Background: an optimization exercise with open tools, aiming at small area and a short achievable clock period. Do not read the settings as production practice.
Only simulation tests tie the RTL to the original design; equivalence was not proved.
Power figures rest on the tool's default switching activity, not on a simulated workload.

==> run K <==
==> flow/design.v <==
package dds_modulator_pkg;
parameter FCLK_MHZ = 125;
parameter ENABLE_BIT = 0;
parameter DEBUG_BIT = 1;
parameter STATE_BITS = 3;    
parameter CONT_NO_MOD =     3'b?01;    
parameter CONT_MOD_FREC =   3'b111;
parameter CONT_MOD_PHASE =  3'b011;
parameter PULS_NO_MOD =     3'b?00;
parameter PULS_MOD_FREC =   3'b110;
parameter PULS_MOD_PHASE =  3'b010;
parameter PULS_NO_MOD_TB =     3'b000;
parameter CONT_NO_MOD_TB =  3'b001;    
parameter PERIOD_COUNTER_BITS = 15;
parameter PINC_BITS = 30;    
parameter BARKER_2 = 2'b10;
parameter BARKER_3 = 3'b110;
parameter BARKER_4 = 4'b1011;
parameter BARKER_5 = 5'b11101;
parameter BARKER_7 = 7'b1110010;
parameter BARKER_11 = 11'b11100010010;
parameter BARKER_13 = 13'b1111100110101;
parameter PHASE_OFFSET_180 = 536870911;
parameter MAX_DEBUG_PACKETS = 125000;
endpackage
`timescale 1ns / 1ps
module mm2s_dds_modulator(
    input wire          S_AXI_CLK,
    input wire          S_AXI_ARESETN,
    output wire         S_AXI_AWREADY,
    input wire   [31:0] S_AXI_AWADDR,
    input wire          S_AXI_AWVALID,
    output wire         S_AXI_WREADY,
    input wire   [31:0] S_AXI_WDATA,
    input wire   [3:0]  S_AXI_WSTRB,
    input wire          S_AXI_WVALID,
    input wire          S_AXI_BREADY,
    output wire  [1:0]  S_AXI_BRESP,
    output wire         S_AXI_BVALID,
    output wire         S_AXI_ARREADY,
    input wire   [31:0] S_AXI_ARADDR,
    input wire          S_AXI_ARVALID,
    input wire          S_AXI_RREADY,
    output wire  [31:0] S_AXI_RDATA,
    output wire  [1:0]  S_AXI_RRESP,
    output wire         S_AXI_RVALID,
    output wire dds_en_o,
    output wire [71:0] m_axis_modulation_tdata,
    output wire m_axis_modulation_tvalid,
    output wire m_axis_modulation_tlast,
    input wire m_axis_modulation_tready
);
    wire clk  = S_AXI_CLK;
    wire rstn = S_AXI_ARESETN;
    localparam [16:0] LFSR_LAST = 17'h1C742;
    reg w_data, w_resp;
    reg [2:0] widx;      
    always @(posedge clk) begin
        if (!rstn) begin
            w_data <= 1'b0;
            w_resp <= 1'b0;
        end else begin
            w_data <= w_data ? ~S_AXI_WVALID : (~w_resp & S_AXI_AWVALID);
            w_resp <= w_resp ? ~S_AXI_BREADY : (w_data & S_AXI_WVALID);
        end
    end
    assign S_AXI_AWREADY = ~(w_data | w_resp);
    assign S_AXI_WREADY  = w_data;
    assign S_AXI_BVALID  = w_resp;
    assign S_AXI_BRESP   = 2'b00;
    wire aw_bad = |S_AXI_AWADDR[1:0] | |S_AXI_AWADDR[7:5] | (S_AXI_AWADDR[4] & S_AXI_AWADDR[3]);
    always @(posedge clk)
        if (!w_data) widx <= aw_bad ? 3'd7 : S_AXI_AWADDR[4:2];
    wire wr = w_data & S_AXI_WVALID;
    wire we0 = wr & (widx == 3'd0);
    wire we1 = wr & (widx == 3'd1);
    wire we2 = wr & (widx == 3'd2);
    wire we3 = wr & (widx == 3'd3);
    wire we4 = wr & (widx == 3'd4);
    wire we5 = wr & (widx == 3'd5);
    reg [31:0] cfg0, cfg1, cfg2, cfg3, cfg4, cfg5;
    reg tlast_q;
    wire ld0 = rstn & we0, hd0 = rstn & ~we0;
    wire ld1 = rstn & we1, hd1 = rstn & ~we1;
    wire ld2 = rstn & we2, hd2 = rstn & ~we2;
    wire ld3 = rstn & we3, hd3 = rstn & ~we3;
    wire ld4 = rstn & we4, hd4 = rstn & ~we4;
    wire ld5 = rstn & we5, hd5 = rstn & ~we5;
    wire [31:0] wd = S_AXI_WDATA;
    wire [2:0]  sb_x   = we1 ? wd[2:0] : cfg1[2:0];
    wire [12:0] code_x = we5 ? wd[12:0] : cfg5[12:0];
    wire [31:0] cfg0_n;
    assign cfg0_n[0]    = (ld0 & wd[0]) | (hd0 & cfg0[0]);
    assign cfg0_n[1]    = !rstn ? 1'b0 : cfg0[1] ? ~tlast_q : (we0 & wd[1]);
    assign cfg0_n[31:2] = ({30{ld0}} & wd[31:2]) | ({30{hd0}} & cfg0[31:2]);
    wire [31:0] cfg1_n = {({29{ld1}} & wd[31:3]) | ({29{hd1}} & cfg1[31:3]), {3{rstn}} & sb_x};
    wire [31:0] cfg2_n = ({32{ld2}} & wd) | ({32{hd2}} & cfg2);
    wire [31:0] cfg3_n = ({32{ld3}} & wd) | ({32{hd3}} & cfg3);
    wire [31:0] cfg4_n = ({32{ld4}} & wd) | ({32{hd4}} & cfg4);
    wire [31:0] cfg5_n = {({19{ld5}} & wd[31:13]) | ({19{hd5}} & cfg5[31:13]), {13{rstn}} & code_x};
    always @(posedge clk) begin
        cfg0 <= cfg0_n;
        cfg1 <= cfg1_n;
        cfg2 <= cfg2_n;
        cfg3 <= cfg3_n;
        cfg4 <= cfg4_n;
        cfg5 <= cfg5_n;
    end
    reg r_valid;
    reg [31:0] rdata;
    always @(posedge clk) begin
        if (!rstn) r_valid <= 1'b0;
        else       r_valid <= r_valid ? ~S_AXI_RREADY : S_AXI_ARVALID;
    end
    assign S_AXI_ARREADY = ~r_valid;
    assign S_AXI_RVALID  = r_valid;
    assign S_AXI_RDATA   = rdata;
    assign S_AXI_RRESP   = 2'b00;
    wire ar_bad = |S_AXI_ARADDR[1:0] | |S_AXI_ARADDR[7:5];
    reg [31:0] rsel;
    always @(*) begin
        case (S_AXI_ARADDR[4:2])
            3'd0: rsel = cfg0;
            3'd1: rsel = cfg1;
            3'd2: rsel = cfg2;
            3'd3: rsel = cfg3;
            3'd4: rsel = cfg4;
            3'd5: rsel = cfg5;
            default: rsel = 32'd0;
        endcase
        if (ar_bad) rsel = 32'd0;
    end
    always @(posedge clk)
        if (!r_valid) rdata <= rsel;
    wire        en     = cfg0[0];
    wire        dbg    = cfg0[1];
    wire [2:0]  sb     = cfg1[2:0];
    wire [14:0] period = cfg2[14:0];
    wire [29:0] pinc   = cfg3[29:0];
    wire [29:0] phigh  = cfg4[29:0];
    wire [29:0] delta  = cfg5[29:0];
    wire [3:0]  bnum   = cfg5[31:28];
    reg  [14:0] pcnt;
    reg         ge_q;        
    reg         tz_q;        
    reg  [29:0] mcnt;
    reg  [3:0]  bcnt;
    reg         sel_m_q;     
    reg         sel_p_q;     
    reg         offset_q;    
    reg  [16:0] lfsr;
    wire pto_n = sb[0] | ~ge_q;             
    wire [14:0] pcnt_inc = pcnt + 15'd1;
    wire        p_clr  = !sb[0] && pcnt == period;
    wire        p_inc  = !sb[0] && en;
    wire [14:0] pcnt_x = p_clr ? 15'd0 : p_inc ? pcnt_inc : pcnt;
    wire [14:0] pcnt_n = {15{rstn}} & pcnt_x;
    wire [14:0] tau_w  = wd[30:16];
    wire        ge_hw, ge_iw;        
    dds_cmp_ge #(.W(15), .L(4)) u_ge_hw (.a(pcnt), .b(tau_w), .ge(ge_hw));
    dds_cmp_ge #(.W(15), .L(4)) u_ge_iw (.a(pcnt_inc), .b(tau_w), .ge(ge_iw));
    wire        ge_ir  = (&pcnt) ? tz_q : (ge_q | (pcnt_inc == cfg2[30:16]));
    wire        ge_w   = p_clr ? ~|tau_w : p_inc ? ge_iw : ge_hw;
    wire        ge_r   = p_clr ? tz_q : p_inc ? ge_ir : ge_q;
    wire        ge_x   = we2 ? ge_w : ge_r;
    wire        tz_n   = !rstn | (we2 ? ~|tau_w : tz_q);
    wire ge_n = !rstn | ge_x;
    wire        ramp  = sb[2] & sb[1];
    wire        run   = en & sb[1] & pto_n;
    wire        mcmp;
    dds_cmp_ge #(.W(30), .L(5)) u_mcmp (.a(mcnt), .b(phigh), .ge(mcmp));
    wire [29:0] mstart = ramp ? pinc : 30'd0;
    wire [29:0] msum;
    dds_add #(.W(30), .L(5)) u_madd (.a(mcnt), .b(sb[2] ? delta : 30'd1), .s(msum));
    wire [29:0] mcnt_n = (run && !mcmp) ? msum : mstart;
    wire        barker_en = ~sb[2] & sb[1] & pto_n;
    wire        bwrap     = (bcnt == bnum - 4'd1);
    wire [3:0]  bcnt_inc  = bcnt + 4'd1;
    wire        bstep     = run & mcmp;
    wire [3:0]  bcnt_n    = (!barker_en) ? 4'd0 : !bstep ? bcnt : bwrap ? 4'd0 : bcnt_inc;
    wire [15:0] code_n    = {3'b000, code_x};
    wire        code_hold = code_n[bcnt];
    wire        code_inc  = bwrap ? code_n[0] : code_n[bcnt_inc];
    wire        code_bit  = (!barker_en) ? code_n[0] : bstep ? code_inc : code_hold;
    wire        bmode_n   = ~sb_x[2] & sb_x[1];
    wire        offset_n  = bmode_n & ~code_bit;
    wire        pon_n  = sb_x[0] | ~ge_x;
    wire        ramp_n = sb_x[2] & sb_x[1];
    wire        cnt_go  = rstn & m_axis_modulation_tready & en & dbg & ~tlast_q;
    wire [16:0] lfsr_n  = cnt_go ? {lfsr[15:0], ~(lfsr[16] ^ lfsr[13])} : 17'd0;
    wire        tlast_n = cnt_go & (lfsr == LFSR_LAST);
    always @(posedge clk) begin
        pcnt     <= pcnt_n;
        ge_q     <= ge_n;
        tz_q     <= tz_n;
        mcnt     <= mcnt_n;
        bcnt     <= bcnt_n;
        offset_q <= offset_n;
        sel_m_q  <= ramp_n & pon_n;
        sel_p_q  <= ~ramp_n & pon_n;
        lfsr     <= lfsr_n;
        tlast_q  <= tlast_n;
    end
    assign dds_en_o = en;
    assign m_axis_modulation_tvalid = en & m_axis_modulation_tready;
    assign m_axis_modulation_tlast  = tlast_q;
    assign m_axis_modulation_tdata  = {7'b0, ~sb[0] & ge_q, 2'b00, 1'b0, {29{offset_q}}, 2'b00,
                                       ({30{sel_m_q}} & mcnt) | ({30{sel_p_q}} & pinc)};
endmodule
module dds_cmp_ge #(parameter W = 15, parameter L = 4) (
    input  [W-1:0] a,
    input  [W-1:0] b,
    output         ge
);
    localparam N = 1 << L;
    wire [N*(L+1)-1:0] gt, lt;
    genvar i, l;
    generate
        for (i = 0; i < N; i = i + 1) begin : lv0
            if (i < W) begin : leaf
                assign gt[i] = a[i] & ~b[i];
                assign lt[i] = ~a[i] & b[i];
            end else begin : pad
                assign gt[i] = 1'b0;
                assign lt[i] = 1'b0;
            end
        end
        for (l = 0; l < L; l = l + 1) begin : lv
            for (i = 0; i < N; i = i + 1) begin : nd
                if (i < (N >> (l + 1))) begin : node
                    assign gt[(l+1)*N + i] = gt[l*N + 2*i + 1] | (~lt[l*N + 2*i + 1] & gt[l*N + 2*i]);
                    assign lt[(l+1)*N + i] = lt[l*N + 2*i + 1] | (~gt[l*N + 2*i + 1] & lt[l*N + 2*i]);
                end else begin : unused
                    assign gt[(l+1)*N + i] = 1'b0;
                    assign lt[(l+1)*N + i] = 1'b0;
                end
            end
        end
    endgenerate
    assign ge = ~lt[L*N];
endmodule
module dds_add #(parameter W = 30, parameter L = 5) (
    input  [W-1:0] a,
    input  [W-1:0] b,
    output [W-1:0] s
);
    wire [W*(L+1)-1:0] g, p;
    genvar i, l;
    generate
        for (i = 0; i < W; i = i + 1) begin : lv0
            assign g[i] = a[i] & b[i];
            assign p[i] = a[i] ^ b[i];
        end
        for (l = 0; l < L; l = l + 1) begin : lv
            for (i = 0; i < W; i = i + 1) begin : nd
                if ((i >> l) & 1) begin : node
                    assign g[(l+1)*W + i] = g[l*W + i] | (p[l*W + i] & g[l*W + ((i >> l) << l) - 1]);
                    assign p[(l+1)*W + i] = p[l*W + i] & p[l*W + ((i >> l) << l) - 1];
                end else begin : pass
                    assign g[(l+1)*W + i] = g[l*W + i];
                    assign p[(l+1)*W + i] = p[l*W + i];
                end
            end
        end
    endgenerate
    assign s = p[W-1:0] ^ {g[L*W +: W-1], 1'b0};
endmodule
==> flow/flow/run.sh <==
#!/bin/bash
set -e
HERE=$(pwd)
mkdir -p "$HERE/scripts_alt"
for f in "$FLOW_HOME"/scripts/*; do ln -sf "$f" "$HERE/scripts_alt/"; done
rm -f "$HERE/scripts_alt/abc_speed.script"
cp "$HERE/flow/abc_speed.script" "$HERE/scripts_alt/abc_speed.script"
export SCRIPTS_DIR="$HERE/scripts_alt"
export BUFFER_PORTS_ARGS="-buffer_cell sky130_fd_sc_hd__buf_1"
cp standard.sh standard_sh.log
bash standard.sh > standard.log 2>&1
==> flow/flow/abc_speed.script <==
&get -n
&st
&dc2
&dch
&nf
&put
buffer -c
topo
stime -c
upsize -c
dnsize -c
==> flow/standard.sh <==
#!/bin/bash
# synth_recipe.tcl (not shown) runs the flow's synth.tcl, then flattens the netlist and writes it again
# the make line also repeats each setting of config.mk as NAME=value (left out here)
make -C /OpenROAD-flow-scripts/flow DESIGN_CONFIG=/design/flow/config.mk WORK_HOME=/design/flow/orfs CLKGATE_MAP_FILE= SYNTH_SCRIPT=/design/flow/synth_recipe.tcl "${@:-finish}"
==> flow/config.mk <==
export PLATFORM = sky130hd
export DESIGN_NAME = mm2s_dds_modulator
export DESIGN_NICKNAME = mm2s_dds_modulator
export VERILOG_FILES = /design/flow/design.v
export SDC_FILE = /design/flow/constraint.sdc
export NUM_CORES = 4
export LEC_CHECK = 0
export CAP_MARGIN = 20
export CORE_MARGIN = 2
export CORE_UTILIZATION = 40
export CTS_CLUSTER_DIAMETER = 120
export CTS_CLUSTER_SIZE = 24
export SETUP_SLACK_MARGIN = 2.5
export SLEW_MARGIN = 20
==> flow/constraint.sdc <==
create_clock -name core_clock -period 5.5 [get_ports {S_AXI_CLK}]
set_input_delay 1.1000 -clock core_clock [delete_from_list [all_inputs] [get_ports {S_AXI_CLK}]]
set_output_delay 1.1000 -clock core_clock [all_outputs]
set_load 0.01 [all_outputs]
==> run A (differences from run K) <==
==> flow/flow/run.sh (replaced) <==
#!/bin/bash
cp standard.sh standard_sh.log
export BUFFER_PORTS_ARGS="-buffer_cell sky130_fd_sc_hd__buf_1"
bash standard.sh > standard.log 2>&1
CTS_CLUSTER_DIAMETER = 150   (was 120)
CTS_CLUSTER_SIZE = 30   (was 24)
removed: flow/flow/abc_speed.script
==> notes.md <==
quantity                                   run K      run A
Fraction of area in multi-input gates      0.469      0.501
Clock Skews                            0.0223 ns  0.0552 ns
Place WS                                 1.61 ns    1.88 ns
Comb power frac                            0.048      0.050
Via density per instance                    6.10       5.81
Clock share of power                       0.357      0.343
Maximum resistive drop on vdd           0.150 mV   0.161 mV
Post-synthesis sequential area ratio       0.440      0.406
Total combinational power                 183 uW     184 uW
Met2 wire length                        21800 um   23600 um
Clk. pwr                                 1350 uW    1270 uW
Status          no timing/DRC/antenna violations  no timing/DRC/antenna violations
HPWL after detailed placement           32500 um   34300 um
R2r endpoint                            mcnt[29]       ge_q
Die boundary height                       195 um     202 um
Arrival time at the worst endpoint       3.68 ns    3.39 ns
Overall routed net length               49800 um   52100 um

## afterwards: timing with drivers on the ports
The results above use ideal ports. As a check the final layouts listed here were re-extracted and re-timed, cells and wires unchanged.
Step 1 (the two cells are an assumption about what drives the block):
set clk [get_ports {S_AXI_CLK}]
set_driving_cell -lib_cell sky130_fd_sc_hd__clkbuf_16 $clk
set_driving_cell -lib_cell sky130_fd_sc_hd__buf_2 [delete_from_list [all_inputs] $clk]
Step 2 adds t to the input delays and takes it off the output delays; t is the mean of the earliest and latest rising clock arrival at the registers after step 1. Input paths then give back, and output paths get back, about the clock's delay inside the block.
Slacks: ideal ports / drivers / drivers and shift; pairs: ideal ports / drivers.
run	t (ns)	setup WS [ns]	clock arrival spread, ns	worst register clock-pin slew, ns	worst data-port slew with drivers (ns)
run K	0.560	2.227 / 2.227 / 2.090	0.024 / 0.025	0.11 / 0.11	0.11
run A	0.552	2.531 / 2.531 / 2.046	0.059 / 0.059	0.12 / 0.12	0.08
After both steps every run listed still meets setup and hold. The setup slack of run A, which loses most, moves by 0.000 ns with the drivers and by -0.485 ns with both steps.
